What follows belongs to an exercise in optimizing a design on an open flow for small area; a production flow would make more cautious choices. Where RTL was checked, it was by simulation tests only, not by an equivalence proof against the original. Only the layout flow was run in run 2; the RTL was not checked for function there. The clock port is modelled as an ideal driver; clocking choices that lean on that would not hold on a real chip. No activity file was given, so power comes from the tool's default toggle rates.

<file path="flow/design.v">
module myCPU (
    input  wire        CLK,
    input  wire        RESET,
    input  wire [7:0]  DI,
    output wire [15:0] AB,
    output reg  [7:0]  DO,
    output wire        RW
);
localparam F1 = 2'd0, F2 = 2'd1, M = 2'd2, F1R = 2'd3;
reg [1:0]  ph;
reg [15:0] pc;
reg [7:0]  ra, rb, rc, rd, pl, ph_, sl, sh, ir, r11, jl, jh, re, rf;
wire [2:0] op   = DI[2:0];
wire [3:0] sel  = DI[7:4];
wire [2:0] iop  = ir[2:0];
wire [3:0] ir_r = ir[7:4];
wire       f1   = (ph == F1);
wire       f2   = (ph == F2);
wire       mem  = (ph == M);
wire       ldst = (iop == 3'd1) | (iop == 3'd2);
wire       ptr  = (mem | f1) & ldst | (ph == F1R);
assign AB = ptr ? {ph_, pl} : pc;
assign RW = (mem | f1) & (iop == 3'd2);
reg [7:0] rv;
always @* begin
    case (sel)
        4'd0:  rv = pc[7:0];
        4'd1:  rv = pc[15:8];
        4'd2:  rv = ra;
        4'd3:  rv = rb;
        4'd4:  rv = rc;
        4'd5:  rv = rd;
        4'd6:  rv = pl;
        4'd7:  rv = ph_;
        4'd8:  rv = sl;
        4'd9:  rv = sh;
        4'd10: rv = ir;
        4'd11: rv = r11;
        4'd12: rv = jl;
        4'd13: rv = jh;
        4'd14: rv = re;
        default: rv = rf;
    endcase
end
always @(posedge CLK) begin
    if (f2)                        DO <= rv;
    else if (mem & (iop != 3'd2))  DO <= DI;
end
wire [8:0] sum = {1'b0, ra} + {1'b0, DO};
reg  [7:0] res;
always @* begin
    case (iop)
        3'd3:    res = ra & DO;
        3'd4:    res = sum[7:0];
        3'd5:    res = ~DO;
        3'd7:    res = ra;
        default: res = DO;       
    endcase
end
wire zop  = (iop == 3'd3) | (iop == 3'd4) | (iop == 3'd5);
wire genw = f1 & ((iop == 3'd0) | (iop == 3'd1) | (iop == 3'd5) | (iop == 3'd7));
wire wa   = f1 & ((iop == 3'd3) | (iop == 3'd4) | (iop == 3'd7)) | genw & (ir_r == 4'd2);
wire z    = (res == 8'h00);
wire jmp  = f1 & (iop == 3'd6) & (sl[ir[6:4]] == ir[7]) | (ph == F1R);
wire        f2n = f2 & ~RESET;
wire [7:0]  wd  = res & {8{~RESET}};
wire [15:0] wen = {16{genw}} & (16'd1 << ir_r);
always @(posedge CLK) begin
    if (RESET | wen[3])  rb  <= wd;
    if (RESET | wen[4])  rc  <= wd;
    if (RESET | wen[5])  rd  <= wd;
    if (RESET | wen[6])  pl  <= wd;
    if (RESET | wen[7])  ph_ <= wd;
    if (RESET | wen[9])  sh  <= wd;
    if (RESET | wen[11]) r11 <= wd;
    if (RESET | wen[12]) jl  <= wd;
    if (RESET | wen[13]) jh  <= wd;
    if (RESET | wen[14]) re  <= wd;
    if (RESET | wen[15]) rf  <= wd;
    if (RESET | wa)
        ra <= ((iop == 3'd7) ? DO : res) & {8{~RESET}};
    if (RESET | f2 | wen[10])
        ir <= f2n ? DI : wd;
    if (RESET | wen[8])
        sl[7:2] <= wd[7:2];
    if (RESET | wen[8] | (f1 & (iop == 3'd4)))
        sl[1] <= ((iop == 3'd4) ? sum[8] : res[1]) & ~RESET;
    if (RESET | wen[8] | (f1 & zop))
        sl[0] <= (zop ? z : res[0]) & ~RESET;
    if (f1 | (ph == F1R) | (f2 & (op == 3'd0)))
        pc <= jmp ? {jh, jl} : pc + 16'd1;
end
always @(posedge CLK) begin
    if (RESET)
        ph <= F1R;
    else case (ph)
        F2:      ph <= ((op == 3'd0) | (op == 3'd1) | (op == 3'd2)) ? M : F1;
        M:       ph <= F1;
        default: ph <= F2;
    endcase
end
endmodule
</file>
<file path="flow/flow/run.sh">
#!/bin/bash
# Own layout flow: the standard synthesis, then the combinational logic
# re-mapped for area (registers untouched), then the standard layout
# with small port buffers and a clock tree without dummy loads.
set -euo pipefail
W=$(pwd)
F=$W/flow
R=$W/orfs/results/$FLOW_PLATFORM/myCPU/base
LIB=$FLOW_HOME/platforms/$FLOW_PLATFORM/lib/sky130_fd_sc_hd__tt_025C_1v80.lib
YOSYS=$(command -v yosys || echo /OpenROAD-flow-scripts/tools/install/yosys/bin/yosys)

bash standard.sh synth > $W/synth_std.log 2>&1
cp $R/1_2_yosys.v $W/1_2_yosys.std.v

python3 $F/gen_cells.py $LIB $W/comb_cells.v > $W/gen_cells.log 2>&1
# Try several ABC scripts (four of them deepsyn with different seeds, run in
# parallel) and keep the smallest result.
SCRIPTS=(
  "+strash;&get,-n;&dch,-f;&nf,-R,1000;&put;mfs3,-a;topo"
  "+strash;&get,-n;&dc2;&dch,-f;&nf,-R,1000,-E,100;&put;strash;&get,-n;&dc2;&dch,-f;&nf,-R,1000,-E,100;&put;mfs3,-a;topo"
  "+strash;&get,-n;&deepsyn,-T,60,-S,1;&dch,-f;&nf,-R,1000;&put;mfs3,-a;topo"
  "+strash;&get,-n;&deepsyn,-T,60,-S,2;&dch,-f;&nf,-R,1000;&put;mfs3,-a;topo"
  "+strash;&get,-n;&deepsyn,-T,60,-S,3;&dch,-f;&nf,-R,1000;&put;mfs3,-a;topo"
  "+strash;&get,-n;&deepsyn,-T,60,-S,4;&dch,-f;&nf,-R,1000;&put;mfs3,-a;topo"
)
resynth_one() {
  local i=$1 S=$2
  LIB=$LIB CELLS=$W/comb_cells.v IN=$W/1_2_yosys.std.v TOP=$FLOW_TOP ABC_SCRIPT="$S" \
    STAT=$W/resynth_$i.stat OUT=$W/resynth_$i.v \
    $YOSYS -c $F/resynth.tcl > $W/resynth_$i.log 2>&1 &&
  LIB=$LIB OUT=$W/resynth_$i.v TOP=$FLOW_TOP $YOSYS -c $F/check.tcl > $W/resynth_check_$i.log 2>&1 &&
  touch $W/resynth_$i.ok
}
for i in "${!SCRIPTS[@]}"; do
  resynth_one $i "${SCRIPTS[$i]}" &
  if (( i % 4 == 3 )); then wait; fi
done
wait
best=""; best_area=""
for i in "${!SCRIPTS[@]}"; do
  [[ -f $W/resynth_$i.ok ]] || { echo "script $i: failed" >> $W/resynth_choice.log; continue; }
  a=$(sed -n 's/.*Chip area for module .* \([0-9.]*\)$/\1/p' $W/resynth_$i.stat)
  echo "script $i: area $a" >> $W/resynth_choice.log
  if [[ -z "$best_area" ]] || python3 -c "import sys; sys.exit(0 if $a < $best_area else 1)"; then
    best=$i; best_area=$a
  fi
done
echo "chosen: $best ($best_area)" >> $W/resynth_choice.log
if [[ -n "$best" ]]; then
  cp $W/resynth_$best.v $W/1_2_yosys.resynth.v
else
  cp $W/1_2_yosys.std.v $W/1_2_yosys.resynth.v
fi
cp $W/1_2_yosys.resynth.v $R/1_2_yosys.v
rm -f $R/1_synth.odb $R/1_synth.sdc

export BUFFER_PORTS_ARGS="-buffer_cell sky130_fd_sc_hd__buf_1"
export CTS_ARGS="-sink_clustering_enable -repair_clock_nets -dont_use_dummy_load -buf_list {sky130_fd_sc_hd__clkbuf_2 sky130_fd_sc_hd__clkbuf_4 sky130_fd_sc_hd__clkbuf_8}"
export POST_CTS_TCL=$F/downsize_clk.tcl
bash standard.sh > $W/layout.log 2>&1
</file>
<file path="flow/flow/check.tcl">
# Re-read the re-mapped netlist on its own and check it is fully mapped.
yosys read_liberty -lib $::env(LIB)
yosys read_verilog $::env(OUT)
yosys hierarchy -top $::env(TOP)
yosys check -assert -mapped
</file>
<file path="flow/flow/downsize_clk.tcl">
set clk_limit 0.110
set sizes {sky130_fd_sc_hd__clkbuf_4 sky130_fd_sc_hd__clkbuf_8 sky130_fd_sc_hd__clkbuf_16}
proc clk_slew_ok {limit} {
  foreach p [get_pins -hierarchical */CLK] {
    if {[get_property $p slew_max] > $limit} { return 0 }
  }
  return 1
}
estimate_parasitics -placement
puts "clock slew limit $clk_limit, ok at start: [clk_slew_ok $clk_limit]"
foreach inst [get_cells -hierarchical clkbuf_*] {
  set name [get_full_name $inst]
  if {[string match "clkbuf_0_*" $name]} { continue }
  set cur [get_property [get_lib_cells -of_objects $inst] name]
  set idx [lsearch $sizes $cur]
  while {$idx > 0} {
    set smaller [lindex $sizes [expr {$idx - 1}]]
    replace_cell $inst $smaller
    estimate_parasitics -placement
    if {[clk_slew_ok $clk_limit]} {
      puts "downsized $name $cur -> $smaller"
      set cur $smaller
      incr idx -1
    } else {
      replace_cell $inst $cur
      estimate_parasitics -placement
      break
    }
  }
}
detailed_placement
check_placement
estimate_parasitics -placement
</file>
<file path="flow/flow/gen_cells.py">
#!/usr/bin/env python3
"""Write Verilog models (assign statements) of the liberty's combinational
cells, so Yosys can flatten a mapped netlist back into plain logic."""
import re, sys
lib, out = sys.argv[1], sys.argv[2]
t = open(lib).read()

def block(s, i):
    d = 1
    while d:
        c = s[i]
        if c == '{': d += 1
        elif c == '}': d -= 1
        i += 1
    return i

def conv(f):
    f = f.replace('!', '~').replace('+', '|').replace('*', '&')
    f = re.sub(r'\)\s*\(', ')&(', f)
    f = re.sub(r'(\w|\))\s+(?=[\w(~])', r'\1&', f)
    return f

res = []
for m in re.finditer(r'\n\s*cell\s*\(\s*"?(\w+)"?\s*\)\s*\{', t):
    name = m.group(1)
    body = t[m.end():block(t, m.end())]
    if re.search(r'\b(ff|latch|statetable)\s*\(', body):
        continue
    pins = []
    for pm in re.finditer(r'\n\s*pin\s*\(\s*"?(\w+)"?\s*\)\s*\{', body):
        pb = body[pm.end():block(body, pm.end())]
        dm = re.search(r'direction\s*:\s*"?(\w+)"?', pb)
        fm = re.search(r'function\s*:\s*"([^"]*)"', pb)
        pins.append((pm.group(1), dm.group(1) if dm else None, fm.group(1) if fm else None))
    outs = [p for p in pins if p[1] == 'output']
    if not outs or any(p[2] is None for p in outs):
        continue
    ins = [p for p in pins if p[1] == 'input']
    s = 'module %s(%s);\n' % (name, ', '.join(p[0] for p in ins + outs))
    for p in ins:
        s += '  input %s;\n' % p[0]
    for p in outs:
        s += '  output %s;\n  assign %s = %s;\n' % (p[0], p[0], conv(p[2]))
    res.append(s + 'endmodule\n')
open(out, 'w').write(''.join(res))
</file>
<file path="flow/flow/resynth.tcl">
# Re-map the combinational logic of the standard synthesis with a stronger
# area-oriented ABC script. Registers (and their names and cell types) are
# kept: flip-flop cells stay black boxes; every combinational cell is
# flattened back into plain logic and mapped again.
set lib $::env(LIB)
yosys read_liberty -lib $lib
yosys read_verilog -overwrite $::env(CELLS)
yosys read_verilog $::env(IN)
yosys hierarchy -top $::env(TOP)
yosys flatten
yosys delete t:\$scopeinfo
yosys techmap
yosys opt -fast
yosys rename -hide w:*.*
yosys abc -liberty $lib -dont_use sky130_fd_sc_hd__probe_p_8 -dont_use sky130_fd_sc_hd__probec_p_8 -dont_use sky130_fd_sc_hd__lpflow_* -script $::env(ABC_SCRIPT)
yosys opt_clean -purge
yosys hilomap -singleton -hicell sky130_fd_sc_hd__conb_1 HI -locell sky130_fd_sc_hd__conb_1 LO
yosys insbuf -buf sky130_fd_sc_hd__buf_1 A X
yosys tee -o $::env(STAT) stat -liberty $lib
yosys write_verilog -noattr -nohex -nodec $::env(OUT)
</file>
<file path="flow/standard.sh">
#!/bin/bash
# synth_recipe.tcl (not shown) runs the flow's synth.tcl, then flattens the netlist and writes it again
# the make line also repeats each setting of config.mk as NAME=value (left out here)
make -C /OpenROAD-flow-scripts/flow DESIGN_CONFIG=/design/flow/config.mk WORK_HOME=/design/flow/orfs CLKGATE_MAP_FILE= SYNTH_SCRIPT=/design/flow/synth_recipe.tcl "${@:-finish}"
</file>
<file path="flow/config.mk">
export PLATFORM = sky130hd
export DESIGN_NAME = myCPU
export DESIGN_NICKNAME = myCPU
export VERILOG_FILES = /design/flow/design.v
export SDC_FILE = /design/flow/constraint.sdc
export NUM_CORES = 4
export LEC_CHECK = 0
export ABC_AREA = 1
export CAP_MARGIN = 20
export CORE_MARGIN = 2
export CORE_UTILIZATION = 60
export GPL_TIMING_DRIVEN = 0
export SLEW_MARGIN = 20
</file>
<file path="flow/constraint.sdc">
create_clock -name core_clock -period 5.5 [get_ports {CLK}]
set_input_delay 1.1000 -clock core_clock [delete_from_list [all_inputs] [get_ports {CLK}]]
set_output_delay 1.1000 -clock core_clock [all_outputs]
set_load 0.01 [all_outputs]
</file>
==> flow_summary_export.csv, run 1 <==
group,metric,value,unit
setup_path,critPathSlowestCell,"nor2_2",
floorplan,core_area,10300,sq um
timing,tns,0,ns
hold_path,hold_start,"jh[4]$_DFFE_PP_",
timing,timing.fmax,213,MHz
floorplan,io_pins,35,
final_layout,drive_above_1_share,7.41,%
timing,hold_viol,0,
final_layout,utilization,66.7,%
job,cap_viol_max_count,0,
floorplan,die_y,106,um
global_routing,grt_pass1_vias,4548,
final_layout,final_area,6860,sq um
setup_path,worst-r2r-setup-slack,0.81,ns
outcome,status,"no timing/DRC/antenna violations",
setup_path,slowest_delay,0.60,ns
floorplan,die_w,106,um
clock_network,cts_sinks,138,
drt,drt_wl_total,19600,um
setup_path,endpoint,"ra[7]$_DFFE_PP_",
setup_path,path_buf_inv,0,
timing,tightest_slew,1.17,ns
global_routing,grt_pass1_wl,28700,um
timing,fin_crit_sh,85.3,%
timing,rsz0062_at_grt,"no",
drt,via_count,4997,
floorplan,die_area,11300,sq um
setup_path,critPathArrivalTime,5.00,ns
clock_network,cts_tree,"built",
global_routing,grt.overflow.total,0,
pwr,irDropWorstVdd,0.000210,V
setup_path,cp-start-kind,"flip-flop",
timing,slew-limit-headroom,21.1,%
final_layout,syn2layout_area_growth,8.92,%
setup_path,critPathLaunch,"ra[1]$_DFFE_PP_",
final_layout,finalNetCount,552,
drt,drc,0,
place,dp.cells,658,
synth,netlist_area,6290,sq um
setup_path,r2r-end,"ra[7]$_DFFE_PP_",
drt,dr.pass1.iters,11,
setup_path,crit_family,"simple AND/OR/NAND/NOR gates",
setup_path,path_cells,"or2_0 > nand2_1 > a21o_1 > and3_1 > nor2_1 > nor2_1 > maj3_1 > maj3_1 > maj3_1 > or2_0 > nand2_1 > nand2_1 > or2_0 > a21o_1 > a311o_1 > nor2_2 > a22o_1",
final_layout,finalNonFillerCells,677,
global_routing,grt_util_all_layers,36.0,%
setup_path,r2r_start,"ra[1]$_DFFE_PP_",
clock_network,insertion_delay,0.43,ns
timing,clock_skew,0.0293,ns
global_routing,grt_antenna_before_repair,1,
setup_path,cp_max_fo,14,
place,hpwl,13600,um
place,dpl-instance-area,6700,sq um
final_layout,fillers,826,
drt,post_drt_wl_per_cell,28.9,um
setup_path,critical_path_required,5.81,ns
hold_path,hold_path.class,"flip-flop to flip-flop",
drt,viasPerCell,7.38,
pwr,total_leakage_power,0.00230,uW
timing,setup_viol,0,
clock_network,clkTransAtPathRegs,0.11,ns
drt,detail-route-antenna-nets,0,
setup_path,cp-end-kind,"flip-flop",
synth,syn-num-nets,491,
floorplan,rows,37,
setup_path,ff2ff_path_depth,17,
drt,first_iter_violations,939,
synth,synth_area_per_cell,13.1,sq um
setup_path,critPathKind,"flip-flop to flip-flop",
synth,netlist_instances,481,
pwr,power_density,359,nW/um^2
place,gp_congestion,0.957,
floorplan,start_util,61.2,%
global_routing,grt_max_degree,20,
synth,yosys_warnings,1,
timing,finalMaxSlewViolations,0,
timing,min_period,4.69,ns
place,numPortBuffers,34,
setup_path,cp.depth,17,
## layout make-up
cell class | instances | area [sq um] | area share, %
multi-input combinational | 333 | 2200 | 32.1
clock buffer | 17 | 134 | 1.95
sequential | 138 | 4120 | 60.1
inverter | 10 | 37.5 | 0.547
tap | 136 | 170 | 2.48
antenna | 1 | 2.50 | 0.0365
timing repair buffer | 42 | 188 | 2.74
## per-stage QoR
| step | hold WS (ns) | power [uW] | setup slack [ns] |
|---|---|---|---|
| floorplan | 0.533 | 1770 | 1.40 |
| global route | 0.602 | 2550 | 0.586 |
| finish | 0.586 | 2460 | 0.811 |
| global placement | 0.563 | 1970 | 0.647 |
| detailed placement | 0.579 | 2000 | 0.907 |
## worst min-delay path by stage
stage / end / slack, ns / cells past startpoint
floorplan: DO[3]$_DFFE_PP_ / 0.53 / 2
global placement: pc[12]$_DFFE_PP_ / 0.56 / 1
detailed placement: pc[12]$_DFFE_PP_ / 0.58 / 1
global route: pc[12]$_DFFE_PP_ / 0.60 / 1
finish: pc[12]$_DFFE_PP_ / 0.59 / 1
## flip-flops by register name (all words and copies together), names as in the netlist
name  cells
DO        8
jl        8
rc        8
sh        8
rd        8
re        8
ir        8
ra        8
jh        8
ph_       8
rf        8
rb        8
r11       8
pl        8
sl        8
pc       16
ph        2
## per-layer routing
metal	vias up	routed length, um	track usage (%)
li1	2089	-	-
met1	2409	7250	51.6
met2	431	8760	53.2
met3	68	2930	11.1
met4	0	660	12.0
met5	-	0	0
## worst register-to-register path, cell delays in order, from the launching register on
cell and delay (ns):
edfxtp_1 0.44, or2_0 0.23, nand2_1 0.10, a21o_1 0.21, and3_1 0.21, nor2_1 0.08
nor2_1 0.07, maj3_1 0.40, maj3_1 0.41, maj3_1 0.39, or2_0 0.23, nand2_1 0.08
nand2_1 0.08, or2_0 0.23, a21o_1 0.18, a311o_1 0.38, nor2_2 0.60, a22o_1 0.25
## cells in the final DEF (no fill, tap or decap), drive strengths merged, types with 5 or more instances in the layout
cell type / count
clkinv: 10
buf: 42
nand2b: 9
mux2: 16
edfxtp: 136
a21o: 6
a221oi: 11
nor2: 50
nand4: 7
a22oi: 7
nor3: 11
a22o: 20
a222oi: 23
clkbuf: 17
a31oi: 8
o21ai: 14
a21oi: 32
and3: 5
nand3: 13
xnor2: 10
nand2: 44
## power by group
group,switching (uW),internal [uW],leakage (uW)
combinational,325,167,0.000826
sequential,143,1360,0.00139
clock,310,151,0.0000808
total,777,1680,0.00230
==> run 2: changes to the inputs <==
--- a/flow/design.v
+++ b/flow/design.v
@@ -13,3 +13,3 @@
 wire [2:0] op   = DI[2:0];
-wire [3:0] sel  = DI[7:4];
+wire [3:0] ridx;          
 wire [2:0] iop  = ir[2:0];
@@ -19,2 +19,3 @@
 wire       mem  = (ph == M);
+assign ridx = f2 ? DI[7:4] : ir[7:4];
 wire       ldst = (iop == 3'd1) | (iop == 3'd2);
@@ -25,3 +26,3 @@
 always @* begin
-    case (sel)
+    case (ridx)
         4'd0:  rv = pc[7:0];
@@ -66,3 +67,3 @@
 wire [7:0]  wd  = res & {8{~RESET}};
-wire [15:0] wen = {16{genw}} & (16'd1 << ir_r);
+wire [15:0] wen = {16{genw}} & (16'd1 << ridx);
 always @(posedge CLK) begin
==> run 2 against run 1 <==
Against the previous run:
- largest cell class unchanged
- critical endpoint unchanged
- die area is 0.81% higher
- count of clock-buffer cells in the layout stayed put
- clock skew is 0.0023 ns higher
- global-route usage is 2.5 points lower
- sequential power is 3% higher
- design area is 0.55% higher
- fmax is 5.1% higher
- synthesized cell count is 4.6% higher
- via count is 2.5% lower
- power is 7.5% higher
- non-clock buffer count is 1 lower
==> flow_summary_export.csv, run 2 <==
group,metric,value,unit
final_layout,diodes,0,
floorplan,die_area,11400,sq um
timing,min_period,4.46,ns
pwr,total_leakage_power,0.00239,uW
hold_path,hold_path.class,"flip-flop to flip-flop",
global_routing,grt_util_all_layers,33.5,%
setup_path,path_cells,"a21o_1 > nand2_1 > nand2_1 > or2_0 > nand2_1 > nand2_1 > or2_0 > nand2_1 > nand2_1 > or2_0 > nand2_1 > nand2_1 > or2_0 > nand2_1 > nand2_1 > or2_0 > nand2_1 > nand2_1 > or2_0 > a21oi_1 > nand3b_1 > o221ai_1 > nor2_2 > mux2_1",
pwr,power_density,384,nW/um^2
floorplan,die_y,107,um
setup_path,worst-r2r-setup-slack,1.04,ns
global_routing,grt_pass1_vias,4578,
final_layout,syn2layout_area_growth,8.61,%
floorplan,start_util,61.8,%
timing,timing.fmax,224,MHz
clock_network,cts_tree,"built",
final_layout,largest_register_ffs,16,
floorplan,io_pins,35,
setup_path,slowest_delay,0.66,ns
final_layout,finalNetCount,573,
global_routing,grt_antenna_before_repair,0,
setup_path,ff2ff_path_depth,24,
timing,hold_viol,0,
global_routing,grt_pass1_wl,27400,um
setup_path,r2r-end,"ra[7]$_DFFE_PP_",
global_routing,grt.overflow.total,0,
timing,slew-limit-headroom,38.1,%
drt,first_iter_violations,898,
setup_path,critical_path_required,5.80,ns
setup_path,critPathKind,"flip-flop to flip-flop",
place,hpwl,12800,um
timing,finalMaxSlewViolations,0,
place,dp.cells,680,
place,gp_congestion,0.904,
timing,timing.hold.ws,0.581,ns
job,cap_viol_max_count,0,
final_layout,finalNonFillerCells,697,
drt,detail-route-antenna-nets,0,
setup_path,cp_max_fo,14,
clock_network,clkTransAtPathRegs,0.10,ns
drt,post_drt_wl_per_cell,26.0,um
synth,yosys_warnings,1,
outcome,status,"no timing/DRC/antenna violations",
setup_path,crit_path_frequent_cell,"nand2_1",
setup_path,critPathSlowestCell,"nor2_2",
timing,clock_skew,0.0316,ns
pwr,irDropWorstVdd,0.000209,V
setup_path,cp.depth,24,
clock_network,cts_sinks,138,
drt,via_count,4872,
setup_path,cp-end-kind,"flip-flop",
final_layout,layout_common_cells,"edfxtp_1 (136), nand2_1 (60), nor2_1 (47), buf_1 (33), a22oi_1 (30)",
floorplan,core_area,10300,sq um
clock_network,insertion_delay,0.43,ns
timing,rsz0062_at_grt,"no",
global_routing,grt_max_degree,32,
timing,fin_crit_sh,81.1,%
setup_path,critPathLaunch,"ra[0]$_DFFE_PP_",
pwr,p_total,2640,uW
setup_path,cp-start-kind,"flip-flop",
setup_path,endpoint,"ra[7]$_DFFE_PP_",
final_layout,final_common_cell,"edfxtp_1",
final_layout,drive_above_1_share,6.77,%
synth,synth_area_per_cell,12.6,sq um
timing,tightest_slew,0.924,ns
setup_path,critPathArrivalTime,4.76,ns
drt,drc,0,
final_layout,utilization,67.1,%
setup_path,crit_family,"simple AND/OR/NAND/NOR gates",
synth,netlist_area,6350,sq um
setup_path,path_buf_inv,0,
drt,viasPerCell,6.99,
place,numPortBuffers,34,
synth,syn-num-nets,513,
drt,dr.pass1.iters,6,
synth,netlist_instances,503,
timing,setup_viol,0,
floorplan,die_w,107,um
setup_path,r2r_start,"ra[0]$_DFFE_PP_",
final_layout,regMostFlops,"pc",
floorplan,rows,37,
drt,drt_wl_total,18100,um
==> run 2: layout make-up <==
type	instances	area, sq um
multi-input combinational	356	2240
clock buffer	17	153
sequential	138	4120
timing repair buffer	41	173
inverter	9	33.8
tap	136	170
fill	804	3380
==> run 2: worst min-delay path by stage <==
| stage | start | to | slack [ns] | cells past startpoint |
|---|---|---|---|---|
| after floorplan | jh[6]$_DFFE_PP_ | pc[14]$_DFFE_PP_ | 0.51 | 2 |
| after global placement | jl[6]$_DFFE_PP_ | pc[6]$_DFFE_PP_ | 0.53 | 2 |
| after detailed placement | jl[6]$_DFFE_PP_ | pc[6]$_DFFE_PP_ | 0.54 | 2 |
| after global routing | jl[2]$_DFFE_PP_ | pc[2]$_DFFE_PP_ | 0.61 | 2 |
| final | jl[0]$_DFFE_PP_ | pc[0]$_DFFE_PP_ | 0.58 | 2 |
==> run 2: worst register-to-register path: stages (launching register included) <==
cell	delay, ns
edfxtp_1	0.50
a21o_1	0.21
nand2_1	0.06
nand2_1	0.06
or2_0	0.23
nand2_1	0.09
nand2_1	0.06
or2_0	0.22
nand2_1	0.08
nand2_1	0.06
or2_0	0.22
nand2_1	0.08
nand2_1	0.06
or2_0	0.24
nand2_1	0.09
nand2_1	0.08
or2_0	0.23
nand2_1	0.08
nand2_1	0.06
or2_0	0.22
a21oi_1	0.20
nand3b_1	0.14
o221ai_1	0.15
nor2_2	0.66
mux2_1	0.26
==> run 2: through the flow <==
| stage | TNS, ns | worst slack, ns | area [sq um] |
|---|---|---|---|
| floorplan | 0 | 1.22 | 6350 |
| global placement | -3.58 | -0.265 | 6650 |
| detailed placement | 0 | 1.18 | 6730 |
| global route | 0 | 0.729 | 6890 |
| finish | 0 | 1.04 | 6890 |
==> run 2: power by group <==
part	total [uW]	internal (uW)	leakage, uW	switching (uW)
Sequential	1560	1390	0.00140	163
Clock	477	174	0.0000886	303
Combinational	610	200	0.000902	409
==> run 2: routing by layer <==
| metal | part of all wire, % | up-vias | track usage [%] | wire length [um] |
|---|---|---|---|---|
| met1 | 40 | 2322 | 50.9 | 7220 |
| met4 | 3.3 | 0 | 14.3 | 603 |
| met5 | 0 | - | 0 | 0 |
| li1 | - | 2121 | - | - |
| met3 | 14 | 49 | 7.54 | 2520 |
| met2 | 43 | 380 | 46.7 | 7790 |

==> re-timing with driven ports <==
Ports are ideal in the flow. The routed layouts listed here were re-timed in OpenROAD.
Step 1 sets driving cells, clkbuf_16 on the clock port and buf_2 on the other inputs (assumed; they add their load-dependent delay and slew).
Step 2 moves the port delays by t, midway between the first and last clock arrival at a register: inputs arrive t later, outputs are due t later. That takes back most of the time a late clock gives input paths.
Slacks: no drivers / after step 1 / after step 2; pairs: no drivers / after step 1.
run | t (ns) | setup WS [ns] | slew at the worst register clock pin (ns)
run 1 | 0.450 | 0.811 / 0.811 / 0.811 | 0.11 / 0.11
run 2 | 0.447 | 1.041 / 1.041 / 1.041 | 0.10 / 0.10
After both steps setup and hold are still met in every run listed.
